Context: an optimization exercise on an open-source flow, tuned for small area. The choices shown serve that exercise and are no tape-out recipe.
Only simulation tests tie the RTL to the original design; equivalence was not proved.
Power is estimated from default activity; no workload was simulated.

File: flow/design.v
module LCD_WATCH(
RESETN,CLK,LCD_E,LCD_RS,LCD_RW,LCD_DATA,
COUNT_U,COUNT_D,COUNT,U,D,
OPTION,SW_A,ALARM,TIMER_END,ALR_ONOFF,SW_T,W_SELECT,P_1,P_1_2,P_2,SW_S);
input RESETN,CLK;
input COUNT_U,COUNT_D,U,D;
input [3:0]OPTION;
input SW_A,SW_T,SW_S;
input W_SELECT;
input [1:0]P_1;
input [1:0]P_1_2,P_2;
output LCD_E,LCD_RS,LCD_RW;
output [7:0] LCD_DATA;
output [3:0] COUNT;
output ALARM,TIMER_END;
output ALR_ONOFF;
reg LCD_RS,LCD_RW;
reg [7:0] LCD_DATA;
reg u_l, u_e, d_l, d_e, cu_l, cu_e, cd_l, cd_e;
reg a_l, a_e, t_l, t_e, w_l, w_e;
reg [1:0] p1_l, p12_l, p2_l;
reg g1_inc, g2a_inc, g2b_inc;
always @(posedge CLK)
begin
	u_l <= U;        u_e <= U & ~u_l;
	d_l <= D;        d_e <= D & ~d_l;
	cu_l <= COUNT_U; cu_e <= COUNT_U & ~cu_l;
	cd_l <= COUNT_D; cd_e <= COUNT_D & ~cd_l;
	a_l <= SW_A;     a_e <= SW_A & ~a_l;
	t_l <= SW_T;     t_e <= SW_T & ~t_l;
	w_l <= W_SELECT; w_e <= W_SELECT & ~w_l;
	p1_l <= P_1;     g1_inc  <= |(P_1 & ~p1_l);
	p12_l <= P_1_2;  g2a_inc <= |(P_1_2 & ~p12_l);
	p2_l <= P_2;     g2b_inc <= |(P_2 & ~p2_l);
end
wire o0 = (OPTION == 4'd0);
wire o1 = (OPTION == 4'd1);
wire o2 = (OPTION == 4'd2);
wire o3 = (OPTION == 4'd3);
wire o6 = (OPTION == 4'd6);
wire o7 = (OPTION == 4'd7);
reg [1:0] cnt;
assign COUNT = {2'b00, cnt};
always @(negedge RESETN or posedge CLK)
	if (!RESETN) cnt <= 2'd0;
	else if (cu_e & ~cd_e) cnt <= cnt + 2'd1;
	else if (~cu_e & cd_e) cnt <= cnt - 2'd1;
wire cs1 = (cnt == 2'd1);
wire cs2 = (cnt == 2'd2);
wire cs3 = (cnt == 2'd3);
reg [9:0] ms;
reg [5:0] sec, min;
reg [4:0] hour;
wire tick = (ms == 10'd999);
wire sec59 = (sec == 6'd59);
wire min59 = (min == 6'd59);
always @(negedge RESETN or posedge CLK)
	if (!RESETN) ms <= 10'd0;
	else if (tick) ms <= 10'd0;
	else ms <= ms + 10'd1;
wire s_up = tick | (u_e & cs1 & o0);
wire s_dn = d_e & cs1 & o0;
wire m_up = (tick & sec59) | (u_e & cs2 & o0);
wire m_dn = d_e & cs2 & o0;
wire h_up = (tick & sec59 & min59) | (u_e & cs3 & o0);
wire h_dn = d_e & cs3 & o0;
always @(negedge RESETN or posedge CLK)
	if (!RESETN) begin sec <= 0; min <= 0; hour <= 0; end
	else begin
		if (s_up) sec <= sec59 ? 6'd0 : sec + 6'd1;
		else if (s_dn) sec <= (sec == 0) ? 6'd59 : sec - 6'd1;
		if (m_up) min <= min59 ? 6'd0 : min + 6'd1;
		else if (m_dn) min <= (min == 0) ? 6'd59 : min - 6'd1;
		if (h_up) hour <= (hour == 5'd24) ? 5'd0 : hour + 5'd1;
		else if (h_dn) hour <= (hour == 0) ? 5'd23 : hour - 5'd1;
	end
reg alr_on, alr_s;
reg [4:0] hour_a;
reg [5:0] min_a;
assign ALR_ONOFF = alr_on;
assign ALARM = alr_s;
always @(negedge RESETN or posedge CLK)
	if (!RESETN) begin alr_on <= 0; alr_s <= 0; hour_a <= 0; min_a <= 0; end
	else begin
		alr_on <= alr_on ^ a_e;
		alr_s <= alr_on & (hour_a == hour) & (min_a == min);
		if (o1) begin
			if (u_e & cs2) hour_a <= (hour_a == 5'd24) ? 5'd0 : hour_a + 5'd1;
			else if (d_e & cs2) hour_a <= (hour_a == 0) ? 5'd23 : hour_a - 5'd1;
			else if (u_e & cs1) min_a <= (min_a == 6'd59) ? 6'd0 : min_a + 6'd1;
			else if (d_e & cs1) min_a <= (min_a == 0) ? 6'd59 : min_a - 6'd1;
		end
	end
reg t_on, t_s;
reg [5:0] t_sec, t_min;
reg [9:0] t_ms;
assign TIMER_END = t_s;
always @(negedge RESETN or posedge CLK)
	if (!RESETN) begin t_on <= 0; t_s <= 0; t_sec <= 0; t_min <= 0; t_ms <= 0; end
	else begin
		t_on <= t_on ^ t_e;
		t_s <= t_on & (t_min == 0) & (t_sec == 0);
		if (!t_on) begin
			if (o2) begin
				if (u_e & cs1) t_sec <= (t_sec == 6'd60) ? 6'd0 : t_sec + 6'd1;
				else if (d_e & cs1) t_sec <= (t_sec == 0) ? 6'd59 : t_sec - 6'd1;
				else if (u_e & cs2) t_min <= (t_min == 6'd59) ? 6'd0 : t_min + 6'd1;
				else if (d_e & cs2) t_min <= (t_min == 0) ? 6'd59 : t_min - 6'd1;
			end
		end else begin
			if (t_ms != 10'd999) t_ms <= t_ms + 10'd1;
			else begin
				t_ms <= 0;
				if (t_sec != 0) t_sec <= t_sec - 6'd1;
				else if (t_min != 0) begin t_sec <= 6'd59; t_min <= t_min - 6'd1; end
			end
		end
	end
reg [6:0] day, year;
reg [3:0] month;
wire midnight = tick & sec59 & min59 & (hour == 5'd23);
wire d_up = midnight | (u_e & cs1 & o3);
wire d_dn = d_e & cs1 & o3;
wire mo_up = (midnight & (day == 7'd31)) | (u_e & cs2 & o3);
wire mo_dn = d_e & cs2 & o3;
wire y_up = (midnight & (day == 7'd31) & (month == 4'd12)) | (u_e & cs3 & o3);
wire y_dn = d_e & cs3 & o3;
wire m30 = (month == 4) | (month == 6) | (month == 9) | (month == 11);
wire p30 = (month == 5) | (month == 7) | (month == 10) | (month == 12);
wire [6:0] dlast_up = (month == 2) ? 7'd28 : m30 ? 7'd30 : 7'd31;
wire [6:0] dlast_dn = (month == 3) ? 7'd28 : p30 ? 7'd30 : 7'd31;
always @(negedge RESETN or posedge CLK)
	if (!RESETN) begin day <= 7'd15; month <= 4'd12; year <= 7'd20; end
	else begin
		if (d_up) day <= (day == dlast_up) ? 7'd1 : day + 7'd1;
		else if (d_dn) day <= (day == 7'd1) ? dlast_dn : day - 7'd1;
		if (mo_up) month <= (month == 4'd12) ? 4'd1 : month + 4'd1;
		else if (mo_dn) month <= (month == 4'd1) ? 4'd12 : month - 4'd1;
		if (y_up) year <= (year == 7'd99) ? 7'd1 : year + 7'd1;
		else if (y_dn) year <= (year == 7'd1) ? 7'd99 : year - 7'd1;
	end
reg [1:0] wc;
always @(negedge RESETN or posedge CLK)
	if (!RESETN) wc <= 0;
	else wc <= wc + {1'b0, w_e};
reg [4:0] hour_w;
always @(*)
begin
	case (wc)
	2'd0: hour_w = (hour < 5'd22) ? hour + 5'd2 : (hour == 5'd23) ? 5'd1 : 5'd0;
	2'd1: hour_w = (hour >= 5'd1) ? hour - 5'd1 : 5'd23;
	2'd2: hour_w = (hour >= 5'd14) ? hour - 5'd14 : hour + 5'd10;
	default: hour_w = (hour >= 5'd9) ? hour - 5'd9 : hour + 5'd15;
	endcase
end
wire [4:0] hour_ap = (hour > 5'd12 && hour < 5'd24) ? hour - 5'd12 : hour;
reg [10:0] sw_cc;   
reg [1:0] sw_mode;
reg [9:0] sw_ms;
reg [5:0] sw_sec, sw_min;
always @(posedge CLK)
	if (!SW_S) sw_cc <= 0;
	else if (sw_cc != 11'd1500) sw_cc <= sw_cc + 11'd1;
wire sw_long = (sw_cc == 11'd1500);
wire sw_short = (sw_cc != 0) & ~sw_long;
always @(negedge RESETN or posedge CLK)
	if (!RESETN) sw_mode <= 0;
	else if (sw_long) sw_mode <= 0;
	else if (sw_short) sw_mode <= (sw_mode == 2'd1) ? 2'd2 : (sw_mode == 2'd3) ? 2'd0 : 2'd1;
always @(negedge RESETN or posedge CLK)
	if (!RESETN) begin sw_ms <= 0; sw_sec <= 0; sw_min <= 0; end
	else if (sw_mode == 2'd1) begin
		if (sw_ms == 10'd999) begin
			sw_ms <= 0;
			sw_sec <= (sw_sec == 6'd59) ? 6'd0 : sw_sec + 6'd1;
			if (sw_sec == 6'd59) sw_min <= (sw_min == 6'd59) ? 6'd0 : sw_min + 6'd1;
		end else sw_ms <= sw_ms + 10'd1;
	end else if (sw_mode != 2'd2) begin
		sw_ms <= 0; sw_sec <= 0; sw_min <= 0;
	end
wire restart = P_1[1] & P_1[0] & P_1_2[1] & P_1_2[0];
reg [1:0] g1s;
reg [2:0] lvl;
reg [2:0] g1_s;      
reg [9:0] g1_ms;     
reg [5:0] g1_p;
reg [2:0] g1_cd;     
wire g1_ms0 = (g1_ms == 10'd0);
wire g1_ms999 = (g1_ms == 10'd999);
wire g1_zero = (g1_s == 3'd0) & g1_ms0;
wire g1_le3000 = (g1_s < 3'd3) | ((g1_s == 3'd3) & g1_ms0);
wire g1_le5000 = (g1_s < 3'd5) | ((g1_s == 3'd5) & g1_ms0);
wire [5:0] lvl_cnt = {lvl, 3'b000} + {2'b00, lvl, 1'b0};   
wire g1_more = (lvl_cnt > g1_p);
wire [2:0] g1_s_inc = g1_ms999 ? g1_s + 3'd1 : g1_s;
wire [9:0] g1_ms_inc = g1_ms999 ? 10'd0 : g1_ms + 10'd1;
wire g1_c1_zero = (g1s == 2'd1) | g1_zero;    
always @(negedge RESETN or posedge CLK)
	if (!RESETN) begin g1s <= 2'd1; lvl <= 3'd1; g1_s <= 0; g1_ms <= 0; end
	else if (!o6) begin
		g1s <= 2'd1; lvl <= 3'd1;
		if (g1s != 2'd1) begin g1_s <= 0; g1_ms <= 0; end
	end else begin
		case (g1s)
		2'd3: if (restart) g1s <= 2'd1;
		2'd2: if (restart) g1s <= 2'd1;
		2'd1: if (g1_le3000) begin g1_s <= g1_s_inc; g1_ms <= g1_ms_inc; end
		      else begin g1_s <= 0; g1_ms <= 0; g1s <= 2'd0; end
		default:
			if (lvl <= 3'd5) begin
				if (g1_le5000 & g1_more) begin g1_s <= g1_s_inc; g1_ms <= g1_ms_inc; end
				else if (g1_le5000) begin
					g1s <= (lvl == 3'd5) ? 2'd0 : 2'd1;
					lvl <= lvl + 3'd1;
					g1_s <= 0; g1_ms <= 0;
				end else begin
					g1s <= 2'd2; lvl <= 3'd1; g1_s <= 0; g1_ms <= 0;
				end
			end else begin
				lvl <= 3'd1; g1_s <= 0; g1_ms <= 0; g1s <= 2'd3;
			end
		endcase
	end
always @(negedge RESETN or posedge CLK)
	if (!RESETN) g1_p <= 0;
	else if (g1_c1_zero) g1_p <= 0;
	else if (g1_inc) g1_p <= g1_p + 6'd1;
always @(negedge RESETN or posedge CLK)
	if (!RESETN) g1_cd <= 0;
	else if (g1s == 2'd1 || g1_ms999 || g1_zero || g1_s >= 3'd5) g1_cd <= 0;
	else g1_cd <= 3'd5 - g1_s;
wire [1:0] g1_c2d = (g1_ms999 || g1_zero || g1_s >= 3'd3) ? 2'd0 : 2'd3 - g1_s[1:0];
reg [1:0] g2s;
reg g2_c1;
reg [1:0] g2_s;
reg [9:0] g2_ms;
reg [5:0] g2_p1, g2_p2;
reg [2:0] g2_loc;
reg [1:0] g2_cd;
wire g2_ms0 = (g2_ms == 10'd0);
wire g2_ms999 = (g2_ms == 10'd999);
wire g2_le3000 = (g2_s != 2'd3) | g2_ms0;
wire [3:0] g2_d = g2_p1[3:0] - g2_p2[3:0];
wire g2_out = (g2_d == 4'b1000);
wire g2_end = (g2_p1 == 6'd63) | (g2_p2 == 6'd63);
reg [2:0] g2_map;
always @(*)
begin
	case (g2_d)
	4'd9, 4'd10, 4'd11: g2_map = 3'd0;    
	4'd12, 4'd13:       g2_map = 3'd1;    
	4'd14, 4'd15:       g2_map = 3'd2;    
	4'd0:               g2_map = 3'd3;
	4'd1, 4'd2:         g2_map = 3'd4;
	4'd3, 4'd4:         g2_map = 3'd5;
	default:            g2_map = 3'd6;    
	endcase
end
always @(negedge RESETN or posedge CLK)
	if (!RESETN) begin g2s <= 0; g2_c1 <= 0; g2_s <= 0; g2_ms <= 0; g2_loc <= 3'd3; end
	else if (!o7) begin
		g2s <= 0; g2_c1 <= 0; g2_loc <= 3'd3;
	end else begin
		case (g2s)
		2'd2: if (restart) begin g2_c1 <= 0; g2s <= 0; g2_loc <= 3'd3; end
		2'd0: if (g2_le3000) begin
		          g2_s <= g2_ms999 ? g2_s + 2'd1 : g2_s;
		          g2_ms <= g2_ms999 ? 10'd0 : g2_ms + 10'd1;
		      end else begin
		          g2_s <= 0; g2_ms <= 0; g2s <= 2'd1; g2_loc <= 3'd3;
		      end
		2'd1: begin
		          g2_c1 <= 1'b1;
		          if (g2_end) begin g2_loc <= 3'd3; g2s <= 2'd2; g2_c1 <= 1'b0; end
		          else if (g2_out) begin g2_loc <= 3'd3; g2s <= 2'd2; end
		          else g2_loc <= g2_map;
		      end
		default: begin g2_c1 <= 0; g2s <= 0; g2_loc <= 3'd3; end
		endcase
	end
always @(negedge RESETN or posedge CLK)
	if (!RESETN) begin g2_p1 <= 0; g2_p2 <= 0; end
	else if (!g2_c1) begin g2_p1 <= 0; g2_p2 <= 0; end
	else begin
		if (g2a_inc) g2_p1 <= g2_p1 + 6'd1;
		if (g2b_inc) g2_p2 <= g2_p2 + 6'd1;
	end
always @(negedge RESETN or posedge CLK)
	if (!RESETN) g2_cd <= 0;
	else if (g2_ms999 || (g2_s == 2'd0 && g2_ms0) || g2_s == 2'd3) g2_cd <= 0;
	else g2_cd <= 2'd3 - g2_s;
reg [2:0] c100;
reg e100;
assign LCD_E = e100;
wire en = (c100 == 3'd4) & ~e100;
always @(negedge RESETN or posedge CLK)
	if (!RESETN) begin c100 <= 0; e100 <= 0; end
	else if (c100 == 3'd4) begin c100 <= 0; e100 <= ~e100; end
	else c100 <= c100 + 3'd1;
parameter DELAY = 3'd0, FUNCTION_SET = 3'd1, ENTRY_MODE = 3'd2, DISP_ONOFF = 3'd3, LINE1 = 3'd4, LINE2 = 3'd5;
reg [2:0] st;
reg [6:0] lc2;
wire [6:0] c2lim = (st == DELAY) ? 7'd70 : (st == LINE1 || st == LINE2) ? 7'd20 : 7'd30;
wire c2end = (lc2 == c2lim);
always @(negedge RESETN or posedge CLK)
	if (!RESETN) begin st <= DELAY; lc2 <= 0; end
	else if (en) begin
		lc2 <= c2end ? 7'd0 : lc2 + 7'd1;
		if (c2end)
			case (st)
			DELAY: st <= FUNCTION_SET;
			FUNCTION_SET: st <= DISP_ONOFF;
			DISP_ONOFF: st <= ENTRY_MODE;
			ENTRY_MODE: st <= LINE1;
			LINE1: st <= LINE2;
			default: st <= LINE1;
			endcase
	end
wire [4:0] pos = lc2[4:0];
reg [6:0] cv;        
reg cz;              
reg [1:0] ck;        
reg [3:0] kc;        
always @(*)
begin
	cv = 7'd0; cz = 1'b0; ck = 2'd0; kc = 4'd10;
	case (OPTION)
	4'd0: case (pos)
		5'd4, 5'd5: begin cv = {2'b0, hour}; cz = (hour == 5'd24); ck = (pos == 5'd4) ? 2'd1 : 2'd2; end
		5'd6: kc = 4'd13;
		5'd7, 5'd8: begin cv = {1'b0, min}; ck = (pos == 5'd7) ? 2'd1 : 2'd2; end
		5'd10, 5'd11: begin cv = {1'b0, sec}; ck = (pos == 5'd10) ? 2'd1 : 2'd2; end
		5'd16: kc = {3'b000, alr_s};
		default: ;
		endcase
	4'd1: case (pos)
		5'd4, 5'd5: begin cv = {2'b0, hour_a}; cz = (hour_a == 5'd24); ck = (pos == 5'd4) ? 2'd1 : 2'd2; end
		5'd6: kc = 4'd13;
		5'd7, 5'd8: begin cv = {1'b0, min_a}; ck = (pos == 5'd7) ? 2'd1 : 2'd2; end
		default: ;
		endcase
	4'd2: case (pos)
		5'd4, 5'd5: begin cv = {1'b0, t_min}; ck = (pos == 5'd4) ? 2'd1 : 2'd2; end
		5'd6: kc = 4'd13;
		5'd7, 5'd8: begin cv = {1'b0, t_sec}; cz = (t_sec == 6'd60); ck = (pos == 5'd7) ? 2'd1 : 2'd2; end
		default: ;
		endcase
	4'd3: case (pos)
		5'd2: kc = 4'd2;
		5'd3: kc = 4'd0;
		5'd4, 5'd5: begin cv = year; ck = (pos == 5'd4) ? 2'd1 : 2'd2; end
		5'd7, 5'd8: begin cv = {3'b0, month}; ck = (pos == 5'd7) ? 2'd1 : 2'd2; end
		5'd10, 5'd11: begin cv = day; cz = (day > 7'd39); ck = (pos == 5'd10) ? 2'd1 : 2'd2; end
		default: ;
		endcase
	4'd4: case (pos)
		5'd4, 5'd5: begin cv = {2'b0, hour_w}; ck = (pos == 5'd4) ? 2'd1 : 2'd2; end
		5'd6: kc = 4'd13;
		5'd7, 5'd8: begin cv = {1'b0, min}; ck = (pos == 5'd7) ? 2'd1 : 2'd2; end
		5'd10, 5'd11: begin cv = {1'b0, sec}; ck = (pos == 5'd10) ? 2'd1 : 2'd2; end
		default: ;
		endcase
	4'd5: case (pos)
		5'd4, 5'd5: begin cv = {2'b0, hour_ap}; cz = (hour == 5'd24); ck = (pos == 5'd4) ? 2'd1 : 2'd2; end
		5'd6: kc = 4'd13;
		5'd7, 5'd8: begin cv = {1'b0, min}; ck = (pos == 5'd7) ? 2'd1 : 2'd2; end
		5'd10, 5'd11: begin cv = {1'b0, sec}; ck = (pos == 5'd10) ? 2'd1 : 2'd2; end
		5'd16: kc = 4'd0;
		default: ;
		endcase
	4'd6: if (g1s == 2'd0) case (pos)
		5'd1: kc = 4'd11;
		5'd2: kc = 4'd12;
		5'd4: kc = (lvl <= 3'd5) ? {1'b0, lvl} : 4'd0;
		5'd5: kc = 4'd0;
		5'd10, 5'd11: begin cv = {1'b0, g1_p}; ck = (pos == 5'd10) ? 2'd1 : 2'd2; end
		default: ;
		endcase
	4'd7: if (g2s == 2'd1) case (pos)
		5'd2, 5'd14: kc = 4'd0;
		5'd3, 5'd4: begin cv = {1'b0, g2_p1}; ck = (pos == 5'd3) ? 2'd1 : 2'd2; end
		5'd15, 5'd16: begin cv = {1'b0, g2_p2}; ck = (pos == 5'd15) ? 2'd1 : 2'd2; end
		default: ;
		endcase
	4'd8: case (pos)
		5'd4, 5'd5: begin cv = {1'b0, sw_min}; ck = (pos == 5'd4) ? 2'd1 : 2'd2; end
		5'd6: kc = 4'd13;
		5'd7, 5'd8: begin cv = {1'b0, sw_sec}; ck = (pos == 5'd7) ? 2'd1 : 2'd2; end
		default: ;
		endcase
	default: ;
	endcase
end
reg [7:0] bcd;
integer bi;
always @(*)
begin
	bcd = 8'd0;
	for (bi = 6; bi >= 0; bi = bi - 1) begin
		if (bcd[3:0] >= 4'd5) bcd[3:0] = bcd[3:0] + 4'd3;
		if (bcd[7:4] >= 4'd5) bcd[7:4] = bcd[7:4] + 4'd3;
		bcd = {bcd[6:0], cv[bi]};
	end
end
wire [3:0] num = (ck == 2'd0) ? kc : cz ? 4'd0 : (ck == 2'd1) ? bcd[7:4] : bcd[3:0];
function [7:0] dec;
	input [3:0] n;
	begin
		case (n)
		4'd0, 4'd1, 4'd2, 4'd3, 4'd4, 4'd5, 4'd6, 4'd7, 4'd8, 4'd9: dec = {4'b0011, n};
		4'd11: dec = 8'h47;
		4'd12: dec = 8'h4F;
		4'd13: dec = 8'h3A;
		default: dec = 8'h20;
		endcase
	end
endfunction
wire [7:0] data2 = dec(num);
reg [7:0] data1;
always @(*)
begin
	data1 = 8'h20;
	case (OPTION)
	4'd0: case (pos)
		2: data1 = "L"; 3: data1 = "C"; 4: data1 = "D"; 5: data1 = "_"; 6: data1 = "W";
		7: data1 = "A"; 8: data1 = "T"; 9: data1 = "C"; 10: data1 = "H";
		default: ;
		endcase
	4'd1: case (pos)
		2: data1 = "L"; 3: data1 = "C"; 4: data1 = "D"; 5: data1 = "_"; 6: data1 = "A";
		7: data1 = "L"; 8: data1 = "A"; 9: data1 = "R"; 10: data1 = "M";
		default: ;
		endcase
	4'd2: case (pos)
		2: data1 = "L"; 3: data1 = "C"; 4: data1 = "D"; 5: data1 = "_"; 6: data1 = "T";
		7: data1 = "I"; 8: data1 = "M"; 9: data1 = "E"; 10: data1 = "R";
		default: ;
		endcase
	4'd3: case (pos)
		2: data1 = "L"; 3: data1 = "C"; 4: data1 = "D"; 5: data1 = "_"; 6: data1 = "C";
		7: data1 = "A"; 8: data1 = "L"; 9: data1 = "E"; 10: data1 = "N"; 11: data1 = "D";
		12: data1 = "E"; 13: data1 = "R";
		default: ;
		endcase
	4'd4: case (wc)
		2'd0: case (pos) 2: data1 = "S"; 3: data1 = "Y"; 4: data1 = "D"; 5: data1 = "N"; 6: data1 = "E"; 7: data1 = "Y"; default: ; endcase
		2'd1: case (pos) 2: data1 = "B"; 3: data1 = "E"; 4: data1 = "I"; 5: data1 = "J"; 6: data1 = "I"; 7: data1 = "N"; 8: data1 = "G"; default: ; endcase
		2'd2: case (pos) 2: data1 = "N"; 3: data1 = "E"; 4: data1 = "W"; 5: data1 = "Y"; 6: data1 = "O"; 7: data1 = "R"; 8: data1 = "K"; default: ; endcase
		default: case (pos) 2: data1 = "L"; 3: data1 = "O"; 4: data1 = "N"; 5: data1 = "D"; 6: data1 = "O"; 7: data1 = "N"; default: ; endcase
		endcase
	4'd5: case (pos)
		2: data1 = "L"; 3: data1 = "C"; 4: data1 = "D"; 5: data1 = "_"; 6: data1 = "W";
		7: data1 = "A"; 8: data1 = "T"; 9: data1 = "C"; 10: data1 = "H";
		12: data1 = (hour >= 5'd12) ? "P" : "A";
		13: data1 = "M";
		default: ;
		endcase
	4'd6: case (g1s)
		2'd0: case (pos)   
			2: data1 = "L"; 3: data1 = "E"; 4: data1 = "V"; 5: data1 = "E"; 6: data1 = "L";
			8: data1 = {5'b00110, lvl};
			10: data1 = "T"; 11: data1 = "I"; 12: data1 = "M"; 13: data1 = "E";
			14: data1 = {5'b00110, g1_cd};
			default: ;
			endcase
		2'd1: case (pos)   
			2: data1 = "R"; 3: data1 = "E"; 4: data1 = "A"; 5: data1 = "D"; 6: data1 = "Y";
			8: data1 = {6'b001100, g1_c2d};
			default: ;
			endcase
		2'd2: case (pos)   
			7: data1 = "F"; 8: data1 = "A"; 9: data1 = "I"; 10: data1 = "L";
			default: ;
			endcase
		default: case (pos)   
			3: data1 = "C"; 4: data1 = "L"; 5: data1 = "E"; 6: data1 = "A"; 7: data1 = "R";
			9: data1 = "R"; 10: data1 = "E"; 11: data1 = "P"; 12: data1 = "L"; 13: data1 = "A";
			14: data1 = "Y"; 15: data1 = "?";
			default: ;
			endcase
		endcase
	4'd7: case (g2s)
		2'd0: case (pos)   
			3: data1 = "R"; 4: data1 = "E"; 5: data1 = "A"; 6: data1 = "D"; 7: data1 = "Y";
			9: data1 = (g2_cd == 2'd0) ? 8'h20 : {6'b001100, g2_cd};
			default: ;
			endcase
		2'd1: case (pos)
			2: data1 = "1"; 3: data1 = "P"; 5: data1 = 8'h7C;
			6: data1 = (g2_loc == 3'd0) ? 8'hBB : 8'h20;
			7: data1 = (g2_loc == 3'd1) ? 8'hBB : 8'h20;
			8: data1 = (g2_loc == 3'd2) ? 8'hBB : 8'h20;
			9: data1 = (g2_loc == 3'd3) ? 8'h7C : 8'h20;
			10: data1 = (g2_loc == 3'd4) ? 8'hBC : 8'h20;
			11: data1 = (g2_loc == 3'd5) ? 8'hBC : 8'h20;
			12: data1 = (g2_loc == 3'd6) ? 8'hBC : 8'h20;
			13: data1 = 8'h7C; 15: data1 = "2"; 16: data1 = "P";
			default: ;
			endcase
		2'd2: case (pos)   
			3: data1 = "G"; 4: data1 = "A"; 5: data1 = "M"; 6: data1 = "E";
			8: data1 = "O"; 9: data1 = "V"; 10: data1 = "E"; 11: data1 = "R";
			default: ;
			endcase
		default: ;
		endcase
	4'd8: case (pos)
		1: data1 = "S"; 2: data1 = "T"; 3: data1 = "O"; 4: data1 = "P"; 5: data1 = "_";
		6: data1 = "W"; 7: data1 = "A"; 8: data1 = "T"; 9: data1 = "C"; 10: data1 = "H";
		default: ;
		endcase
	default: ;
	endcase
end
always @(negedge RESETN or posedge CLK)
	if (!RESETN) begin LCD_RS <= 1'b1; LCD_RW <= 1'b1; LCD_DATA <= 8'h00; end
	else if (en) begin
		case (st)
		FUNCTION_SET: begin LCD_RS <= 0; LCD_RW <= 0; LCD_DATA <= 8'h3C; end
		DISP_ONOFF:   begin LCD_RS <= 0; LCD_RW <= 0; LCD_DATA <= 8'h0C; end
		ENTRY_MODE:   begin LCD_RS <= 0; LCD_RW <= 0; LCD_DATA <= 8'h06; end
		LINE1: begin
			LCD_RW <= 0;
			if (lc2 == 0) begin LCD_RS <= 0; LCD_DATA <= 8'h80; end
			else begin LCD_RS <= 1; LCD_DATA <= data1; end
		end
		LINE2: begin
			LCD_RW <= 0;
			if (lc2 == 0) begin LCD_RS <= 0; LCD_DATA <= 8'hC0; end
			else begin LCD_RS <= 1; LCD_DATA <= data2; end
		end
		default: begin LCD_RS <= 1; LCD_RW <= 1; LCD_DATA <= 8'h00; end
		endcase
	end
endmodule
File: flow/flow/run.sh
#!/bin/bash
# Layout flow: the standard flow (standard.sh) unchanged, except that Yosys's
# full/half-adder extraction is turned off (ADDER_MAP_FILE empty), so ABC maps the
# counters' arithmetic together with the logic around it. All tool output goes to
# flow.log in this folder (ORFS also keeps its per-step logs under orfs/logs).
set -euo pipefail
bash standard.sh ADDER_MAP_FILE= finish > flow.log 2>&1
File: flow/standard.sh
#!/bin/bash
# synth_recipe.tcl (not shown) runs the flow's synth.tcl, then flattens the netlist and writes it again
# the make line also repeats each setting of config.mk as NAME=value (left out here)
make -C /OpenROAD-flow-scripts/flow DESIGN_CONFIG=/design/flow/config.mk WORK_HOME=/design/flow/orfs CLKGATE_MAP_FILE= SYNTH_SCRIPT=/design/flow/synth_recipe.tcl "${@:-finish}"
File: flow/config.mk
export PLATFORM = sky130hd
export DESIGN_NAME = LCD_WATCH
export DESIGN_NICKNAME = LCD_WATCH
export VERILOG_FILES = /design/flow/design.v
export SDC_FILE = /design/flow/constraint.sdc
export NUM_CORES = 4
export LEC_CHECK = 0
export ABC_AREA = 1
export CAP_MARGIN = 20
export CORE_MARGIN = 2
export CORE_UTILIZATION = 40
export SLEW_MARGIN = 20
File: flow/constraint.sdc
create_clock -name core_clock -period 10.0 [get_ports {CLK}]
set_input_delay 2.0000 -clock core_clock [delete_from_list [all_inputs] [get_ports {CLK}]]
set_output_delay 2.0000 -clock core_clock [all_outputs]
set_load 0.01 [all_outputs]
==> summary.txt, run 1 <==
Outcome
  • Status: no timing/DRC/antenna violations

STA
  • # setup viols final: 0
  • Max-slew violations: 0
  • Worst-Margin Slew: approximately 940 ps
  • Rel. slew slack: 36.8%
  • Final Cycle Share: 54.9%
  • Final worst slack: between 4000 and 5000 ps
  • Fin crit period: 5490 ps
  • Fmax: 182 MHz
  • Setup TNS: 0 ps
  • Final hold violations: 0
  • RSZ-0062 raised after global routing: false
  • Layout Skew: 14.5 ps

Synth
  • Synth unique cells: 67
  • Sequential element share of the synthesized area: 34.9%
  • Synth cell count leaders: nand2_1 (508), inv_1 (402), nor2_1 (374)
  • Synth warnings: 1
  • Mean Syn Cell Area: 6.56 µm²
  • Largest area contributor in the netlist: dfrtp_1
  • Count leader, synth: nand2_1
  • Synth top area cells: dfrtp_1 (28%), nand2_1 (12%), inv_1 (9.5%)
  • Synth Register Bits: about 230
  • Post-synth EDFFs: 0
  • Mapped Area: about 16,000 µm²
  • Asr flop ratio synth: between 80 and 90%
  • Gate Count Post-Synth: around 2,400
  • Top_reg_cell synth: dfrtp_1
  • Share of the synthesized area in the top cell type: 28.3%

Clock tree
  • TritonCTS clock tree: yes
  • Setup bufs post-CTS: 0
  • Hold_buf cts: 0
  • Clk root buf: clkbuf_16
  • CTS Buf Count: 28
  • Htree depth: 1
  • Clk buf depth: 3
  • Clock latency on the worst-skew pair: 580 ps
  • Clock-pin slew on the worst setup and hold paths: 60 ps
  • Post-CTS resize count: 0
  • CTS Sinks: roughly 230

Setup path
  • Worst path max stage delay: 590 ps
  • Req. time, crit path: 10,500 ps
  • Critical Path Start Type: primary input
  • CP Capture Type: flip-flop
  • Critical-path maximum fanout: 8
  • Most used cell, CP: nand2_1
  • WS Path Type: in -> reg
  • Slowest-stage cell, CP: nor3_2
  • Arr. time, crit path: 5990 ps

Final layout
  • Final #Nets: 2,478
  • FILL cells: 4,072
  • Final core utilization: 45.8%
  • Area grow syn2layout: 12.4%
  • Non-Filler Instances: 2,999
  • Layout cell share with drive strength beyond 1: 6.01%

Hold path
  • HP Class: reg -> reg

Drt
  • Final WL: about 53,000 µm
  • WL/cell: 17.6 µm
  • Drt initial violations: 1,536
  • Drt pass-1 iters: 6
  • Routed vias: 16,524
  • # DRC: 0
  • Post-route ant nets: 0
  • Avg Vias per Cell: 5.51

Placement
  • Post-placement setup slack: roughly 4000 ps
  • GPL Wtd Cong: approximately 0.98
  • Port-buffer cells: 35
  • Placed insts: 2,946
  • Dpl hpwl: 41,200 µm

Global route
  • Total gr overflow: 0
  • Largest net degree at the start of global routing: 79
  • Vias in the first global route: 15,678
  • Global-route wire length before repair: 84,400 µm
  • Total track usage: between 20% and 30%
  • Antenna violations before repair: 1

Power and ir drop
  • Peak VDD IR: between 0.0001 and 0.00015 V
  • Pwr/cell area: 201 nW/µm²
  • P_leak: 8.42 nW

Run
  • Maxcap violations: 0

Die
  • Die Height: 203 µm
  • Rows: 72
  • Die W: 203 µm
  • DIE AREA: between 40,000 and 50,000 µm²
  • Core box area: between 30,000 and 40,000 µm²
  • Number of I/O pins: 38
  • Initial core utilization: 40.7%
cell usage in the layout (no fill, tap or decap), types with 6 or more instances in the layout:
| cell type | instances |
|---|---|
| nand3_1 | 119 |
| a21oi_1 | 112 |
| buf_4 | 7 |
| a221oi_1 | 12 |
| xor2_1 | 36 |
| clkinv_2 | 6 |
| nand4_1 | 28 |
| nand3_2 | 8 |
| dfxtp_1 | 34 |
| o221ai_1 | 11 |
| nand2_2 | 13 |
| o21a_1 | 6 |
| a22oi_1 | 10 |
| nand2_4 | 6 |
| a31oi_1 | 26 |
| inv_4 | 6 |
| inv_2 | 15 |
| o211ai_1 | 18 |
| o21ai_1 | 8 |
| dfstp_2 | 14 |
| o32ai_1 | 11 |
| o22ai_1 | 44 |
| dfrtp_1 | 179 |
| nand2_1 | 508 |
| nor2_1 | 374 |
| clkbuf_16 | 29 |
| inv_1 | 402 |
| or2_2 | 6 |
| a211oi_1 | 10 |
| nor4_1 | 19 |
| o31ai_1 | 11 |
| clkdlybuf4s50_1 | 34 |
| o21ai_0 | 198 |
| nor3_1 | 71 |
| bufinv_16 | 7 |
| nor2_2 | 6 |
critical path, delay by kind of cell:
| family | cells | cell delay (ps) |
|---|---|---|
| AOI/OAI and AO/OA | 1 | 180 |
| buffers and inverters | 4 | 750 |
| and+or+nand+nor | 29 | 3050 |
power by group:
group	internal [W]	switching (W)	total (W)
Combinational	0.000378	0.000725	0.00110
Sequential	0.00108	0.000219	0.00130
Clock	0.000743	0.000427	0.00117
Total	0.00220	0.00137	0.00357
kinds of logic (layout without fill, tap and decap cells):
group | Yosys count | in the layout | synth area share [%]
AOI/OAI and AO/OA | 508 | 508 | 19.0
other | 1 | 3 | 0.0237
buffers and inverters | 455 | 517 | 11.3
DFF | 227 | 227 | 34.9
and+or+nand+nor | 1185 | 1185 | 32.5
xor gates and xnor gates | 41 | 41 | 2.27
final timing paths:
| check | cells past startpoint | from | to | slack [ps] |
|---|---|---|---|---|
| setup reg to reg | 31 | lc2[4] | LCD_DATA[6] | 5040 |
| hold / removal | 1 | cu_l | cu_e | 380 |
| max in group asynchronous | 2 | RESETN | LCD_DATA[2] | 7320 |
| hold reg to reg | 1 | cu_l | cu_e | 380 |
| setup / recovery | 34 | OPTION[1] | LCD_DATA[6] | 4510 |
| min in group asynchronous | 1 | RESETN | cnt[0] | 1430 |
through the flow:
step                      instance area (µm²)  hold slack [ps]  total power, W
after floorplan                         15800              366         0.00206
after global placement                  16700              369         0.00237
after detailed placement                16700              370         0.00239
after CTS                               17800              383         0.00358
after global routing                    17800              392         0.00381
final                                   17800              379         0.00357
sequential cells by signal (all words and copies together), names as in the netlist, 5 cells and up:
name,cells
ms,10
sec,6
g2_ms,10
hour,5
t_sec,6
sw_cc,11
g1_p,6
sw_min,6
min,6
year,7
g1_ms,10
sw_sec,6
t_ms,10
LCD_DATA,8
g2_p1,6
g2_p2,6
lc2,7
t_min,6
sw_ms,10
min_a,6
hour_a,5
day,7
per-layer routing:
layer / up-vias / wire length, µm / GRT usage [%]
met5: - / 16 / 0
met4: 2 / 2080 / 9.57
met3: 132 / 3140 / 3.74
met2: 571 / 23400 / 40.8
met1: 7782 / 24200 / 34.9
li1: 8037 / - / -
layout make-up:
| class | instances | area [µm²] | share of cell area [%] |
|---|---|---|---|
| antenna | 1 | 2.50 | 0.0141 |
| clock buffer | 33 | 781 | 4.38 |
| clock inverter | 19 | 310 | 1.74 |
| inverter | 423 | 1600 | 8.97 |
| multi-input combinational | 1736 | 8530 | 47.9 |
| sequential | 227 | 5530 | 31.0 |
| tap | 518 | 648 | 3.64 |
| timing repair buffer | 42 | 407 | 2.28 |
==> inputs of run 2 (changes only) <==
--- a/flow/design.v
+++ b/flow/design.v
@@ -16,3 +16,3 @@
 output ALR_ONOFF;
-reg LCD_RS,LCD_RW;
+reg LCD_RS;
 reg [7:0] LCD_DATA;
@@ -50,6 +50,8 @@
 wire cs3 = (cnt == 2'd3);
-reg [9:0] ms;
+reg [4:0] u10;
+reg [6:0] q100;
 reg [5:0] sec, min;
 reg [4:0] hour;
-wire tick = (ms == 10'd999);
+wire u_is9 = u10[4] & ~u10[3];
+wire tick = u_is9 & (q100 == 7'h4B);
 wire sec59 = (sec == 6'd59);
@@ -57,5 +59,7 @@
 always @(negedge RESETN or posedge CLK)
-	if (!RESETN) ms <= 10'd0;
-	else if (tick) ms <= 10'd0;
-	else ms <= ms + 10'd1;
+	if (!RESETN) begin u10 <= 5'd0; q100 <= 7'd0; end
+	else begin
+		u10 <= {u10[3:0], ~u10[4]};
+		if (u_is9) q100 <= (q100 == 7'h4B) ? 7'd0 : {q100[5:0], q100[6] ~^ q100[5]};
+	end
 wire s_up = tick | (u_e & cs1 & o0);
@@ -110,3 +114,3 @@
 		end else begin
-			if (t_ms != 10'd999) t_ms <= t_ms + 10'd1;
+			if (t_ms != 10'h2B2) t_ms <= {t_ms[8:0], t_ms[9] ~^ t_ms[6]};
 			else begin
@@ -162,4 +166,4 @@
 	if (!SW_S) sw_cc <= 0;
-	else if (sw_cc != 11'd1500) sw_cc <= sw_cc + 11'd1;
-wire sw_long = (sw_cc == 11'd1500);
+	else if (sw_cc != 11'h02F) sw_cc <= {sw_cc[9:0], sw_cc[10] ~^ sw_cc[8]};
+wire sw_long = (sw_cc == 11'h02F);
 wire sw_short = (sw_cc != 0) & ~sw_long;
@@ -172,3 +176,3 @@
 	else if (sw_mode == 2'd1) begin
-		if (sw_ms == 10'd999) begin
+		if (sw_ms == 10'h2B2) begin
 			sw_ms <= 0;
@@ -176,3 +180,3 @@
 			if (sw_sec == 6'd59) sw_min <= (sw_min == 6'd59) ? 6'd0 : sw_min + 6'd1;
-		end else sw_ms <= sw_ms + 10'd1;
+		end else sw_ms <= {sw_ms[8:0], sw_ms[9] ~^ sw_ms[6]};
 	end else if (sw_mode != 2'd2) begin
@@ -188,3 +192,3 @@
 wire g1_ms0 = (g1_ms == 10'd0);
-wire g1_ms999 = (g1_ms == 10'd999);
+wire g1_ms999 = (g1_ms == 10'h2B2);
 wire g1_zero = (g1_s == 3'd0) & g1_ms0;
@@ -195,3 +199,3 @@
 wire [2:0] g1_s_inc = g1_ms999 ? g1_s + 3'd1 : g1_s;
-wire [9:0] g1_ms_inc = g1_ms999 ? 10'd0 : g1_ms + 10'd1;
+wire [9:0] g1_ms_inc = g1_ms999 ? 10'd0 : {g1_ms[8:0], g1_ms[9] ~^ g1_ms[6]};
 wire g1_c1_zero = (g1s == 2'd1) | g1_zero;    
@@ -240,3 +244,3 @@
 wire g2_ms0 = (g2_ms == 10'd0);
-wire g2_ms999 = (g2_ms == 10'd999);
+wire g2_ms999 = (g2_ms == 10'h2B2);
 wire g2_le3000 = (g2_s != 2'd3) | g2_ms0;
@@ -267,3 +271,3 @@
 		          g2_s <= g2_ms999 ? g2_s + 2'd1 : g2_s;
-		          g2_ms <= g2_ms999 ? 10'd0 : g2_ms + 10'd1;
+		          g2_ms <= g2_ms999 ? 10'd0 : {g2_ms[8:0], g2_ms[9] ~^ g2_ms[6]};
 		      end else begin
@@ -291,10 +295,4 @@
 	else g2_cd <= 2'd3 - g2_s;
-reg [2:0] c100;
-reg e100;
-assign LCD_E = e100;
-wire en = (c100 == 3'd4) & ~e100;
-always @(negedge RESETN or posedge CLK)
-	if (!RESETN) begin c100 <= 0; e100 <= 0; end
-	else if (c100 == 3'd4) begin c100 <= 0; e100 <= ~e100; end
-	else c100 <= c100 + 3'd1;
+assign LCD_E = u10[4];
+wire en = ~u10[4] & u10[3];
 parameter DELAY = 3'd0, FUNCTION_SET = 3'd1, ENTRY_MODE = 3'd2, DISP_ONOFF = 3'd3, LINE1 = 3'd4, LINE2 = 3'd5;
@@ -514,11 +512,11 @@
 end
+assign LCD_RW = (st == DELAY) | ((st == FUNCTION_SET) & (lc2 == 7'd0));
 always @(negedge RESETN or posedge CLK)
-	if (!RESETN) begin LCD_RS <= 1'b1; LCD_RW <= 1'b1; LCD_DATA <= 8'h00; end
+	if (!RESETN) begin LCD_RS <= 1'b1; LCD_DATA <= 8'h00; end
 	else if (en) begin
 		case (st)
-		FUNCTION_SET: begin LCD_RS <= 0; LCD_RW <= 0; LCD_DATA <= 8'h3C; end
-		DISP_ONOFF:   begin LCD_RS <= 0; LCD_RW <= 0; LCD_DATA <= 8'h0C; end
-		ENTRY_MODE:   begin LCD_RS <= 0; LCD_RW <= 0; LCD_DATA <= 8'h06; end
+		FUNCTION_SET: begin LCD_RS <= 0; LCD_DATA <= 8'h3C; end
+		DISP_ONOFF:   begin LCD_RS <= 0; LCD_DATA <= 8'h0C; end
+		ENTRY_MODE:   begin LCD_RS <= 0; LCD_DATA <= 8'h06; end
 		LINE1: begin
-			LCD_RW <= 0;
 			if (lc2 == 0) begin LCD_RS <= 0; LCD_DATA <= 8'h80; end
@@ -527,3 +525,2 @@
 		LINE2: begin
-			LCD_RW <= 0;
 			if (lc2 == 0) begin LCD_RS <= 0; LCD_DATA <= 8'hC0; end
@@ -531,3 +528,3 @@
 		end
-		default: begin LCD_RS <= 1; LCD_RW <= 1; LCD_DATA <= 8'h00; end
+		default: begin LCD_RS <= 1; LCD_DATA <= 8'h00; end
 		endcase
==> flow/flow/run.sh (replaced) <==
#!/bin/bash
# Layout flow. 1) the standard synthesis (standard.sh synth), with Yosys's adder
# extraction off (ADDER_MAP_FILE empty). 2) The combinational logic of that netlist is
# re-mapped with a stronger ABC script (flow/remap.ys, flow/deep.abc); every register
# keeps its cell and name. 3) the standard layout (standard.sh) on that netlist,
# with clock-tree synthesis told not to add dummy loads.
# Each tool's full output goes to its own log file in this folder.
set -euo pipefail
W=$PWD
LIB=$FLOW_HOME/platforms/sky130hd/lib/sky130_fd_sc_hd__tt_025C_1v80.lib
bash standard.sh ADDER_MAP_FILE= synth > synth_std.log 2>&1
cp orfs/results/sky130hd/LCD_WATCH/base/1_2_yosys.v synth_std.v
sed "s|LIBFILE|$LIB|g" flow/remap.ys > remap_run.ys
yosys -s remap_run.ys > remap.log 2>&1
mv orfs orfs_std
bash standard.sh ADDER_MAP_FILE= SYNTH_NETLIST_FILES=$W/synth_remap.v \
  "CTS_ARGS=-sink_clustering_enable -repair_clock_nets -dont_use_dummy_load" finish > layout.log 2>&1
==> flow/flow/deep.abc (new file) <==
strash
ifraig
scorr
dc2
strash
&get -n
&deepsyn -T 120
&dch -f
&nf
&put
==> flow/flow/remap.ys (new file) <==
# Re-map the combinational logic of the standard synthesis netlist (synth_std.v) with a
# stronger ABC script. Registers and their output nets keep their cells and names.
read_liberty -ignore_miss_func LIBFILE
blackbox sky130_fd_sc_hd__df*
blackbox sky130_fd_sc_hd__conb_1
read_verilog synth_std.v
hierarchy -top LCD_WATCH
flatten
rename -hide w:_*_.*
opt
abc -script flow/deep.abc -liberty LIBFILE -dont_use sky130_fd_sc_hd__lpflow_bleeder_1 -dont_use sky130_fd_sc_hd__lpflow_clkbufkapwr_1 -dont_use sky130_fd_sc_hd__lpflow_clkbufkapwr_16 -dont_use sky130_fd_sc_hd__lpflow_clkbufkapwr_2 -dont_use sky130_fd_sc_hd__lpflow_clkbufkapwr_4 -dont_use sky130_fd_sc_hd__lpflow_clkbufkapwr_8 -dont_use sky130_fd_sc_hd__lpflow_clkinvkapwr_1 -dont_use sky130_fd_sc_hd__lpflow_clkinvkapwr_16 -dont_use sky130_fd_sc_hd__lpflow_clkinvkapwr_2 -dont_use sky130_fd_sc_hd__lpflow_clkinvkapwr_4 -dont_use sky130_fd_sc_hd__lpflow_clkinvkapwr_8 -dont_use sky130_fd_sc_hd__lpflow_decapkapwr_12 -dont_use sky130_fd_sc_hd__lpflow_decapkapwr_3 -dont_use sky130_fd_sc_hd__lpflow_decapkapwr_4 -dont_use sky130_fd_sc_hd__lpflow_decapkapwr_6 -dont_use sky130_fd_sc_hd__lpflow_decapkapwr_8 -dont_use sky130_fd_sc_hd__lpflow_inputiso0n_1 -dont_use sky130_fd_sc_hd__lpflow_inputiso0p_1 -dont_use sky130_fd_sc_hd__lpflow_inputiso1n_1 -dont_use sky130_fd_sc_hd__lpflow_inputiso1p_1 -dont_use sky130_fd_sc_hd__lpflow_inputisolatch_1 -dont_use sky130_fd_sc_hd__lpflow_isobufsrc_1 -dont_use sky130_fd_sc_hd__lpflow_isobufsrc_16 -dont_use sky130_fd_sc_hd__lpflow_isobufsrc_2 -dont_use sky130_fd_sc_hd__lpflow_isobufsrc_4 -dont_use sky130_fd_sc_hd__lpflow_isobufsrc_8 -dont_use sky130_fd_sc_hd__lpflow_isobufsrckapwr_16 -dont_use sky130_fd_sc_hd__lpflow_lsbuf_lh_hl_isowell_tap_1 -dont_use sky130_fd_sc_hd__lpflow_lsbuf_lh_hl_isowell_tap_2 -dont_use sky130_fd_sc_hd__lpflow_lsbuf_lh_hl_isowell_tap_4 -dont_use sky130_fd_sc_hd__lpflow_lsbuf_lh_isowell_4 -dont_use sky130_fd_sc_hd__lpflow_lsbuf_lh_isowell_tap_1 -dont_use sky130_fd_sc_hd__lpflow_lsbuf_lh_isowell_tap_2 -dont_use sky130_fd_sc_hd__lpflow_lsbuf_lh_isowell_tap_4 -dont_use sky130_fd_sc_hd__probe_p_8 -dont_use sky130_fd_sc_hd__probec_p_8 
opt_clean
hilomap -singleton -hicell sky130_fd_sc_hd__conb_1 HI -locell sky130_fd_sc_hd__conb_1 LO
insbuf -buf sky130_fd_sc_hd__buf_4 A X
opt_clean
tee -o synth_remap_stat.txt stat -liberty LIBFILE
write_verilog -noattr -nohex -nodec synth_remap.v
==> summary.txt, run 2 <==
Outcome
  • Status: no timing/DRC/antenna violations

Final layout
  • Max reg flops: 11 (unchanged)
  • Layout cell share with drive strength beyond 1: 3.85% (-2.2 points)
  • Antenna cells: 0 (-1)
  • Final #Nets: 1,579 (-36%)
  • Area grow syn2layout: 13.0%
  • Commonest non-fill, non-tap cell in the layout: dfrtp_1
  • Most frequent cells in the layout: dfrtp_1 (177), nor2_1 (171), nand2_1 (162)
  • Register with the highest flop count: sw_cc

Global route
  • Antenna violations before repair: 0 (-1)
  • Global-route wire length before repair: 67,000 µm (-21%)
  • Vias in the first global route: 11,353 (-28%)
  • Largest net degree at the start of global routing: 80 (+1.3%)
  • Met1 GRT Util: 37.0% (+2.1 points)
  • GR Util met2: 38.3% (-2.5 points)
  • Total gr overflow: 0 (unchanged)
  • GRT Max-Usage Layer: met2
  • Total track usage: 25.6% (+0.15 points)
  • Met3 usage: 5.51% (+1.8 points)

Drt
  • Routed vias: 12,129 (-27%)
  • Avg Vias per Cell: 6.19 (+12%)
  • WL/cell: 21.9 µm (+24%)
  • Final WL: 43,000 µm (-19%)
  • Post-route ant nets: 0 (unchanged)
  • Drt pass-1 iters: 9 (+3)
  • Drt initial violations: 1,182 (-23%)
  • # DRC: 0 (unchanged)

Clock tree
  • Clock-pin slew on the worst setup and hold paths: 50 ps (about the same)
  • Clk buf depth: 3 (unchanged)
  • TritonCTS clock tree: yes
  • Clk root buf: clkbuf_16
  • Post-CTS resize count: 0 (unchanged)
  • CTS Buf Count: 26 (-7.1%)
  • Clock latency on the worst-skew pair: 540 ps (-40 ps)
  • Hold_buf cts: 0 (unchanged)
  • CTS Sinks: 224 (-1.3%)
  • Setup bufs post-CTS: 0 (unchanged)
  • Htree depth: 1 (unchanged)

Run
  • Maxcap violations: 0 (unchanged)

Setup path
  • Arr. time, crit path: 7370 ps (+1380 ps)
  • WS Path Type: in -> reg
  • Worst path max stage delay: 780 ps (+190 ps)
  • Reg2reg path depth: 17 (-45%)
  • CP Cell Sequence: clkdlybuf4s50_1 -> nand2_1 -> nor2_1 -> nand4b_1 -> nor3_1 -> a222oi_1 -> and4_1 -> a211oi_1 -> nor2_1 -> xnor2_1 -> a21oi_1 -> a211o_1 -> a211oi_1 -> o21a_1 -> o21ai_0 -> a221o_1
  • Worst r2r dst: LCD_DATA[1]
  • Req. time, crit path: 10,410 ps (-90 ps)
  • CP Capture Type: flip-flop
  • Critical Path Start Type: primary input
  • Slowest-stage cell, CP: clkdlybuf4s50_1
  • Reg2reg start: lc2[3]
  • Critical-path maximum fanout: 12 (+4)
  • Reg2reg setup slack: 4660 ps (-380 ps)

Hold path
  • Worst Hold Path EP: u10[1]
  • Worst hold stages: 0 (-1)
  • Worst hold start: u10[0]
  • HP Class: reg -> reg

STA
  • Max-slew violations: 0 (unchanged)
  • Worst-Margin Slew: 963 ps (+18.8 ps)
  • # setup viols final: 0 (unchanged)
  • Final worst slack: 3050 ps (-1460 ps)
  • Final Cycle Share: 69.5% (+15 points)
  • Final hold violations: 0 (unchanged)
  • Rel. slew slack: 35.7% (-1.2 points)
  • Hold_ws: 352 ps (-27.7 ps)
  • Fmax: 144 MHz (-21%)
  • Layout Skew: 18.5 ps (+4.03 ps)
  • Fin crit period: 6950 ps (+1460 ps)
  • RSZ-0062 raised after global routing: false
  • Setup TNS: 0 ps (unchanged)

Synth
  • Mean Syn Cell Area: 8.59 µm² (+31%)
  • Synth warnings: 0 (-1)
  • Gate Count Post-Synth: 1,477 (-39%)
  • Mapped Area: 12,700 µm² (-20%)

Power and ir drop
  • Cell Int Power: 0.00180 W (-18%)
  • Net switching power: 0.000952 W (-31%)
  • P_leak: 5.66 nW (-33%)
  • Clock power share: 28.9% (-3.9 points)
  • Comb power frac: 22.2% (-8.7 points)
  • Peak VDD IR: 0.000153 V (+21%)
  • Pwr/cell area: 192 nW/µm² (-4.3%)
  • Switching Fraction: 34.6% (-3.8 points)
  • Seq pwr share: 48.8% (+12 points)

Die
  • Die Height: 182 µm (-10%)
  • Initial core utilization: 40.4% (-0.29 points)
  • Rows: 65 (-9.7%)
  • Die W: 182 µm (-10%)
  • Number of I/O pins: 38 (unchanged)
  • DIE AREA: 33,200 µm² (-20%)
  • Core box area: 31,400 µm² (-19%)

Placement
  • Post-placement setup slack: 2740 ps (-1270 ps)
  • GPL Wtd Cong: 1.01 (+2.5%)
  • Port-buffer cells: 35 (unchanged)
  • Dpl hpwl: 31,800 µm (-23%)
-- run 2: changes by cell type in the layout (fill, tap and decap cells not counted), sizes merged, moves of 37 or more --
cell and delta:
o21ai -107, nand2 -366, nand3 -80, xnor2 +49, nor2 -216, a22o +37
nor2b +38, inv -424
-- run 2: stage by stage --
stage	power, W	instances	utilization [%]	cell area, µm²
after floorplan	0.00172	1478	-	12700
after global placement	0.00195	1933	43.6	13700
after detailed placement	0.00196	1933	43.6	13700
after CTS	0.00277	1959	45.7	14300
after global routing	0.00291	1959	45.7	14300
final	0.00275	1959	45.7	14300
-- run 2: metal layers --
metal	part of all wire [%]	up-vias
met1	46	5841
met2	43	526
met4	3.2	0
met5	0	-
li1	-	5664
met3	8.4	98
-- run 2: power by group through the flow --
stage | combinational, W | clock (W) | sequential, W
after floorplan | 0.000465 | 0 | 0.00125
after global placement | 0.000602 | 0 | 0.00135
after detailed placement | 0.000608 | 0 | 0.00135
after CTS | 0.000611 | 0.000821 | 0.00134
after global routing | 0.000686 | 0.000855 | 0.00137
final | 0.000612 | 0.000797 | 0.00134
-- run 2: worst max-delay path by stage --
stage	start	to	slack [ps]	cells after the start
after floorplan	OPTION[2]	LCD_DATA[1]	4480	15
after detailed placement	OPTION[1]	LCD_DATA[1]	2740	16
after global placement	OPTION[1]	LCD_DATA[1]	2990	16
after global routing	OPTION[1]	LCD_DATA[1]	2790	17
final	OPTION[1]	LCD_DATA[1]	3050	16
after CTS	OPTION[1]	LCD_DATA[1]	3290	16
-- run 2: worst max-delay path, delay by kind of cell --
kind,cells,cell delay [ps]
buffers and inverters,1,780
and+or+nand+nor,6,2180
xor gates and xnor gates,1,310
AOI/OAI and AO/OA,8,2050
-- run 2: layout make-up --
class                   instances  area, µm²
well taps                     402        503
flip-flops and latches        224       5450
inverters                      42        158
multi-input cells            1210       7070
clock buffers                  26        651
repair buffers                 55        504
fillers                      3132      17100
==> inputs of run 3 (changes only) <==
--- a/flow/design.v
+++ b/flow/design.v
@@ -227,6 +227,10 @@
 	end
+reg g2_c1;           
+wire g1_act = ~g1_c1_zero & o6;
+wire g2_act = g2_c1 & o7;
 always @(negedge RESETN or posedge CLK)
 	if (!RESETN) g1_p <= 0;
-	else if (g1_c1_zero) g1_p <= 0;
-	else if (g1_inc) g1_p <= g1_p + 6'd1;
+	else if (g1_act) begin if (g1_inc) g1_p <= g1_p + 6'd1; end
+	else if (g2_act) begin if (g2a_inc) g1_p <= g1_p + 6'd1; end
+	else g1_p <= 0;
 always @(negedge RESETN or posedge CLK)
@@ -237,6 +241,6 @@
 reg [1:0] g2s;
-reg g2_c1;
 reg [1:0] g2_s;
 reg [9:0] g2_ms;
-reg [5:0] g2_p1, g2_p2;
+reg [5:0] g2_p2;
+wire [5:0] g2_p1 = g1_p;
 reg [2:0] g2_loc;
@@ -285,8 +289,5 @@
 always @(negedge RESETN or posedge CLK)
-	if (!RESETN) begin g2_p1 <= 0; g2_p2 <= 0; end
-	else if (!g2_c1) begin g2_p1 <= 0; g2_p2 <= 0; end
-	else begin
-		if (g2a_inc) g2_p1 <= g2_p1 + 6'd1;
-		if (g2b_inc) g2_p2 <= g2_p2 + 6'd1;
-	end
+	if (!RESETN) g2_p2 <= 0;
+	else if (!g2_c1) g2_p2 <= 0;
+	else if (g2b_inc) g2_p2 <= g2_p2 + 6'd1;
 always @(negedge RESETN or posedge CLK)
==> summary.txt, run 3 <==
Final layout
  • Area grow syn2layout: 13.5%
  • FILL cells: 2,992 (-4.5%)
  • Max reg flops: 11 (unchanged)
  • Commonest non-fill, non-tap cell in the layout: dfrtp_1
  • Area of the multi-input gates: 6960 µm² (-1.5%)
  • Register with the highest flop count: sw_cc
  • Antenna cells: 0 (unchanged)
  • FF/Latch Area: 5300 µm² (-2.8%)
  • Most frequent cells in the layout: dfrtp_1 (171), nand2_1 (164), nor2_1 (139)
  • Layout cell share with drive strength beyond 1: 4.42% (+0.57 points)
  • Final #Nets: 1,515 (-4.1%)

Setup path
  • Req. time, crit path: 10,400 ps (about the same)
  • CP Capture Type: flip-flop
  • Critical Path Start Type: primary input
  • WS Path Type: in -> reg
  • Critical-path maximum fanout: 20 (+8)
  • Arr. time, crit path: 7380 ps (about the same)

Power and ir drop
  • Switching Fraction: 34.7% (+0.12 points)
  • Total power: 0.00278 W (+0.79%)
  • Pwr/cell area: 197 nW/µm² (+2.6%)
  • P_leak: 5.56 nW (-1.7%)
  • Seq pwr share: 49.1% (+0.3 points)
  • Net switching power: 0.000962 W (+1.1%)
  • Peak VDD IR: 0.000124 V (-19%)
  • Clock power share: 28.0% (-0.9 points)
  • Comb power frac: 22.8% (+0.6 points)
  • Cell Int Power: 0.00181 W (+0.60%)

Die
  • Core box area: 30,600 µm² (-2.6%)
  • Number of I/O pins: 38 (unchanged)
  • Initial core utilization: 40.6% (+0.15 points)
  • DIE AREA: 32,500 µm² (-2.1%)
  • Rows: 64 (-1.5%)
  • Die Height: 180 µm (-1.1%)
  • Die W: 180 µm (-1.1%)

Clock tree
  • TritonCTS clock tree: yes
  • Htree depth: 1 (unchanged)
  • Clock latency on the worst-skew pair: 520 ps (-20 ps)
  • Clk buf depth: 3 (unchanged)
  • CTS Buf Count: 26 (unchanged)
  • Hold_buf cts: 0 (unchanged)
  • Clock-pin slew on the worst setup and hold paths: 50 ps (about the same)
  • Post-CTS resize count: 0 (unchanged)
  • CTS Sinks: 218 (-2.7%)
  • Setup bufs post-CTS: 0 (unchanged)
  • Clk root buf: clkbuf_16

Global route
  • Largest net degree at the start of global routing: 114 (+43%)
  • Total track usage: 23.7% (-1.9 points)
  • Antenna violations before repair: 0 (unchanged)
  • Vias in the first global route: 11,096 (-2.3%)
  • Global-route wire length before repair: 62,600 µm (-6.5%)
  • Total gr overflow: 0 (unchanged)

Drt
  • # DRC: 0 (unchanged)
  • Avg Vias per Cell: 6.24 (+0.76%)
  • Routed vias: 11,784 (-2.8%)
  • WL/cell: 20.8 µm (-5.3%)
  • Drt initial violations: 1,266 (+7.1%)
  • Post-route ant nets: 0 (unchanged)
  • Drt pass-1 iters: 8 (-1)
  • Final WL: 39,200 µm (-8.7%)

Synth
  • Gate Count Post-Synth: 1,413 (-4.3%)
  • Mean Syn Cell Area: 8.78 µm² (+2.2%)
  • Synth warnings: 0 (unchanged)
  • Mapped Area: 12,400 µm² (-2.2%)

Placement
  • Dpl hpwl: 28,600 µm (-10%)
  • GPL Wtd Cong: 1.00 (-0.78%)
  • Port-buffer cells: 35 (unchanged)

STA
  • RSZ-0062 raised after global routing: false
  • Worst-Margin Slew: 1050 ps (+84.9 ps)
  • Final Cycle Share: 69.8% (+0.28 points)
  • Max-slew violations: 0 (unchanged)
  • # setup viols final: 0 (unchanged)
  • Fmax: 143 MHz (-0.40%)
  • Final hold violations: 0 (unchanged)
  • Fin crit period: 6980 ps (+27.8 ps)
  • Rel. slew slack: 30.2% (-5.5 points)
  • Layout Skew: 16.0 ps (-2.48 ps)
  • Setup TNS: 0 ps (unchanged)

Outcome
  • Status: no timing/DRC/antenna violations

Hold path
  • HP Class: reg -> reg

Run
  • Maxcap violations: 0 (unchanged)
run 3: final timing paths:
check	start	endpoint	slack, ps	depth (start not counted)
setup / recovery	OPTION[0]	LCD_DATA[6]	3020	16
hold / removal	u10[1]	u10[2]	350	0
setup reg to reg	lc2[3]	LCD_DATA[6]	4420	16
hold reg to reg	u10[1]	u10[2]	350	0
max in group asynchronous	RESETN	g2_loc[2]	6990	2
min in group asynchronous	RESETN	sw_sec[3]	1590	1
run 3: power groups by stage:
stage	clock network, W	registers [W]	logic [W]
floorplan	0	0.00126	0.000491
CTS	0.000808	0.00136	0.000635
global placement	0	0.00137	0.000616
finish	0.000778	0.00136	0.000634
detailed placement	0	0.00137	0.000629
global route	0.000838	0.00140	0.000718
run 3: stage by stage:
| stage | util (%) | area (µm²) | std cells | hold WS (ps) | setup slack [ps] |
|---|---|---|---|---|---|
| 2_1_floorplan | - | 12400 | 1414 | 331 | 3810 |
| 3_3_place_gp | 43.9 | 13400 | 1863 | 333 | 2800 |
| 3_5_place_dp | 43.9 | 13400 | 1863 | 338 | 2600 |
| 4_1_cts | 46.0 | 14100 | 1889 | 353 | 3150 |
| 5_1_grt | 46.1 | 14100 | 1889 | 361 | 2690 |
| 6_report | 46.1 | 14100 | 1889 | 349 | 3020 |
run 3: cell type report:
class | count | area share [%]
Inverter | 46 | 1.23
Sequential cell | 218 | 37.6
Clock buffer | 26 | 4.62
Multi-Input combinational cell | 1148 | 49.4
Tap cell | 396 | 3.52
Timing Repair Buffer | 55 | 3.58
run 3: critical path, cell delays in order:
cell and delay [ps]:
clkdlybuf4s50_1 880, and4b_1 500, nand3_1 380, nand2b_1 240, o21ai_0 180, a221o_1 400
or4_1 530, xnor2_1 200, or3_1 420, a21oi_1 320, o21ai_0 250, o31ai_1 390
o211ai_1 190, o21ai_0 120, a31oi_1 120, a31o_1 240
run 3: per-layer routing:
| metal | track usage (%) | share of wire [%] |
|---|---|---|
| met5 | 0 | 0 |
| met4 | 9.35 | 4.2 |
| met3 | 4.20 | 8.1 |
| met2 | 35.3 | 43 |
| met1 | 34.2 | 45 |

-- re-timing with driven ports --
In the flow no input, the clock included, has a driving cell. The finished layouts below were timed again as built, in two steps.
Step 1, drivers: a clkbuf_16 drives CLK and a buf_2 each remaining input, both assumed.
Step 2 also shifts input and output timing later by t, the mid clock arrival at the registers, as if the neighbouring blocks saw the same clock.
Three values: no drivers, after step 1, after step 2; two values: the first two.
run	t, ns	setup WS [ns]	clock arrival spread, ns	worst data-port slew with drivers (ns)
run 1	0.627	4.511 / 4.547 / 3.919	0.015 / 0.015	0.04
run 2	0.580	3.046 / 3.058 / 2.478	0.020 / 0.020	0.08
run 3	0.564	3.019 / 3.043 / 2.480	0.016 / 0.017	0.03
After both steps every run listed still meets setup and hold. For run 1, which loses most, drivers alone change the setup slack by +0.036 ns; drivers and shift together by -0.592 ns.
